This design comes from an exercise in tuning for small area on the open sky130 flow, not from production work.
Only simulation tests tie the RTL to the original design; equivalence was not proved.
No activity file was given, so power comes from the tool's default toggle rates.

== job 104 ==
==> flow/design.v (excerpt) <==
module watch_top(
    clk,
    reset,
	i_run_en,
	i_freq,
    o_sec,
    o_min,
    o_hour
    );
parameter P_COUNT_BIT = 30;  
parameter P_SEC_BIT	 = 6;  
parameter P_MIN_BIT	 = 6;  
parameter P_HOUR_BIT = 5;  
input 							clk;
input 							reset;
input 							i_run_en;
input		[P_COUNT_BIT-1:0]	i_freq;
output reg 	[P_SEC_BIT-1:0]		o_sec;
output reg 	[P_MIN_BIT-1:0]		o_min;
output reg 	[P_HOUR_BIT-1:0]	o_hour;
wire w_one_sec_tick;
one_sec_gen 
# (
	.P_COUNT_BIT	(P_COUNT_BIT) 
) u_one_sec_gen(
	.clk 				(clk			),
	.reset 				(reset			),
	.i_run_en			(i_run_en		),
	.i_freq				(i_freq			),
	.o_one_sec_tick 	(w_one_sec_tick	)
);
reg [17-1:0] r_sec_cnt;  
wire [6-1:0] sec_val = r_sec_cnt % 60;
wire [6-1:0] min_val = (r_sec_cnt/60) % 60;
wire [5-1:0] hour_val = (r_sec_cnt/(60*60)) % 24;
	always @(posedge clk) begin
	    if(reset) begin
			o_sec		<= 0;
			o_min		<= 0;
			o_hour		<= 0;
			r_sec_cnt 	<= 0;
		end else if(w_one_sec_tick) begin
			if (r_sec_cnt == 24*60*60-1)  begin
				r_sec_cnt 	<= 0;
			end else begin
				r_sec_cnt <= r_sec_cnt + 1'b1;
			end
			o_sec		<= sec_val ;
			o_min		<= min_val ;
			o_hour		<= hour_val;
		end
	end
endmodule
Size: roughly 50 I/O pins.
==> module one_sec_gen, before the edit <==
module one_sec_gen(
    clk,
    reset,
	i_run_en,
	i_freq,
    o_one_sec_tick
    );
parameter P_COUNT_BIT = 30;  
input 						clk;
input 						reset;
input 						i_run_en;
input [P_COUNT_BIT-1:0]		i_freq;
output reg					o_one_sec_tick;
	reg 	[P_COUNT_BIT-1:0] 	r_counter; 
	always @(posedge clk) begin
	    if(reset) begin
			r_counter <= {P_COUNT_BIT{1'b0}};
			o_one_sec_tick <= 1'b0;
	    end else if (i_run_en) begin
			if(r_counter == i_freq -1) begin
				r_counter <= 0;
				o_one_sec_tick <= 1'b1;
			end else begin
				r_counter <= r_counter + 1'b1;
				o_one_sec_tick <= 1'b0;
			end
		end else begin
			o_one_sec_tick <= 1'b0;
		end
	end
endmodule
==> module watch_top, before the edit <==
module watch_top(
    clk,
    reset,
	i_run_en,
	i_freq,
    o_sec,
    o_min,
    o_hour
    );
parameter P_COUNT_BIT = 30;  
parameter P_SEC_BIT	 = 6;  
parameter P_MIN_BIT	 = 6;  
parameter P_HOUR_BIT = 5;  
input 							clk;
input 							reset;
input 							i_run_en;
input		[P_COUNT_BIT-1:0]	i_freq;
output reg 	[P_SEC_BIT-1:0]		o_sec;
output reg 	[P_MIN_BIT-1:0]		o_min;
output reg 	[P_HOUR_BIT-1:0]	o_hour;
wire w_one_sec_tick;
one_sec_gen 
# (
	.P_COUNT_BIT	(P_COUNT_BIT) 
) u_one_sec_gen(
	.clk 				(clk			),
	.reset 				(reset			),
	.i_run_en			(i_run_en		),
	.i_freq				(i_freq			),
	.o_one_sec_tick 	(w_one_sec_tick	)
);
reg [17-1:0] r_sec_cnt;  
wire [6-1:0] sec_val = r_sec_cnt % 60;
wire [6-1:0] min_val = (r_sec_cnt/60) % 60;
wire [5-1:0] hour_val = (r_sec_cnt/(60*60)) % 24;
	always @(posedge clk) begin
	    if(reset) begin
			o_sec		<= 0;
			o_min		<= 0;
			o_hour		<= 0;
			r_sec_cnt 	<= 0;
		end else if(w_one_sec_tick) begin
			if (r_sec_cnt == 24*60*60-1)  begin
				r_sec_cnt 	<= 0;
			end else begin
				r_sec_cnt <= r_sec_cnt + 1'b1;
			end
			o_sec		<= sec_val ;
			o_min		<= min_val ;
			o_hour		<= hour_val;
		end
	end
endmodule
Settings: LEC_CHECK=0, CAP_MARGIN=20, CORE_MARGIN=2, CORE_UTILIZATION=40, SLEW_MARGIN=20; clock period 10.0 ns.
run.sh (not shown) runs the stock make flow with config.mk's settings and CLKGATE_MAP_FILE= SYNTH_SCRIPT=/design/flow/synth_recipe.tcl, a recipe that flattens the netlist after the stock synthesis.
Modified inputs, job 103 compared to job 104
==> flow/design.v <==
`timescale 1ns / 1ps
module one_sec_gen(
    clk,
    reset,
	i_run_en,
	i_freq,
    o_one_sec_tick
    );
parameter P_COUNT_BIT = 30;  
input 						clk;
input 						reset;
input 						i_run_en;
input [P_COUNT_BIT-1:0]		i_freq;
output reg					o_one_sec_tick;
	reg 	[P_COUNT_BIT-1:0] 	r_left;
	wire w_upper_zero = ~|r_left[P_COUNT_BIT-1:1];
	wire w_wrap = i_run_en & w_upper_zero & r_left[0];
	wire w_load = reset | (w_upper_zero & (i_run_en | ~r_left[0]));
	always @(posedge clk) begin
		r_left <= w_load ? i_freq : r_left - {{(P_COUNT_BIT-1){1'b0}}, i_run_en};
		o_one_sec_tick <= ~reset & w_wrap;
	end
endmodule
`timescale 1ns / 1ps
module watch_top(
    clk,
    reset,
	i_run_en,
	i_freq,
    o_sec,
    o_min,
    o_hour
    );
parameter P_COUNT_BIT = 30;  
parameter P_SEC_BIT	 = 6;  
parameter P_MIN_BIT	 = 6;  
parameter P_HOUR_BIT = 5;  
input 							clk;
input 							reset;
input 							i_run_en;
input		[P_COUNT_BIT-1:0]	i_freq;
output reg 	[P_SEC_BIT-1:0]		o_sec;
output reg 	[P_MIN_BIT-1:0]		o_min;
output reg 	[P_HOUR_BIT-1:0]	o_hour;
wire w_one_sec_tick;
one_sec_gen 
# (
	.P_COUNT_BIT	(P_COUNT_BIT) 
) u_one_sec_gen(
	.clk 				(clk			),
	.reset 				(reset			),
	.i_run_en			(i_run_en		),
	.i_freq				(i_freq			),
	.o_one_sec_tick 	(w_one_sec_tick	)
);
reg r_started;
wire w_sec_last  = &{o_sec[5:3], o_sec[1:0]};
wire w_min_last  = &{o_min[5:3], o_min[1:0]};
wire w_hour_last = &{o_hour[4], o_hour[2:0]};
	always @(posedge clk) begin
	    if(reset) begin
			o_sec		<= 0;
			o_min		<= 0;
			o_hour		<= 0;
			r_started	<= 1'b0;
		end else if(w_one_sec_tick) begin
			r_started	<= 1'b1;
			if (r_started) begin
				if (w_sec_last) begin
					o_sec <= 0;
					if (w_min_last) begin
						o_min <= 0;
						if (w_hour_last)
							o_hour <= 0;
						else
							o_hour <= o_hour + 1'b1;
					end else begin
						o_min <= o_min + 1'b1;
					end
				end else begin
					o_sec <= o_sec + 1'b1;
				end
			end
		end
	end
endmodule
Results
When the final numbers for job 104 and job 103 were put side by side, the total placed cells including tap cells turned out to be smaller in job 103.
Average footprint of a synthesized cell of job 103 exceeds that of job 104 by more than 10%.
Worst setup slack for job 103 is higher than for job 104.
Comparing area taken by flip-flops and latches for job 104 and job 103, the bigger number came from job 104.
Compared with job 104, job 103 shows a switching power share of the total that is 2.2 points higher.
Looking at end of the critical path, the u_one_sec_gen.r_counter[19] result is from job 104; the u_one_sec_gen.r_left[28] one comes from job 103.
Number of buffers other than clock buffers in the final layout: lower on job 103
Power consumed by the clock network improves in job 103 relative to job 104.
The reported net switching power in job 103 is 0.66 times that in job 104.
In the metrics for job 104 and job 103, the one carrying the higher site row count is job 104.
Relative slew slack in job 103 is 0.64 points higher than in job 104

## re-timing with driven ports
The flow's constraints put no driver on any port. The routed layouts listed below were extracted and timed again, unchanged, in two steps.
Step 1 assumes that a clkbuf_16 drives the clock port and a buf_2 every other input.
Step 2 also shifts input and output timing later by t, the mid clock arrival at the registers, as if the neighbouring blocks saw the same clock.
Three values: ideal ports, drivers, drivers and shift; two values: the first two.
run | t (ns) | setup slack, ns | worst setup path after step 2 | worst register clock-pin slew, ns | worst slew at a driven data input, ns
job 104 | 0.374 | 3.349 / 3.370 / 2.996 | input to register | 0.06 / 0.06 | 0.04
job 103 | 0.326 | 5.717 / 5.718 / 5.392 | input to register | 0.09 / 0.09 | 0.04
After both steps setup and hold are still met in every run listed. For job 104, which loses most, drivers alone change the setup slack by +0.021 ns; drivers and shift together by -0.353 ns.
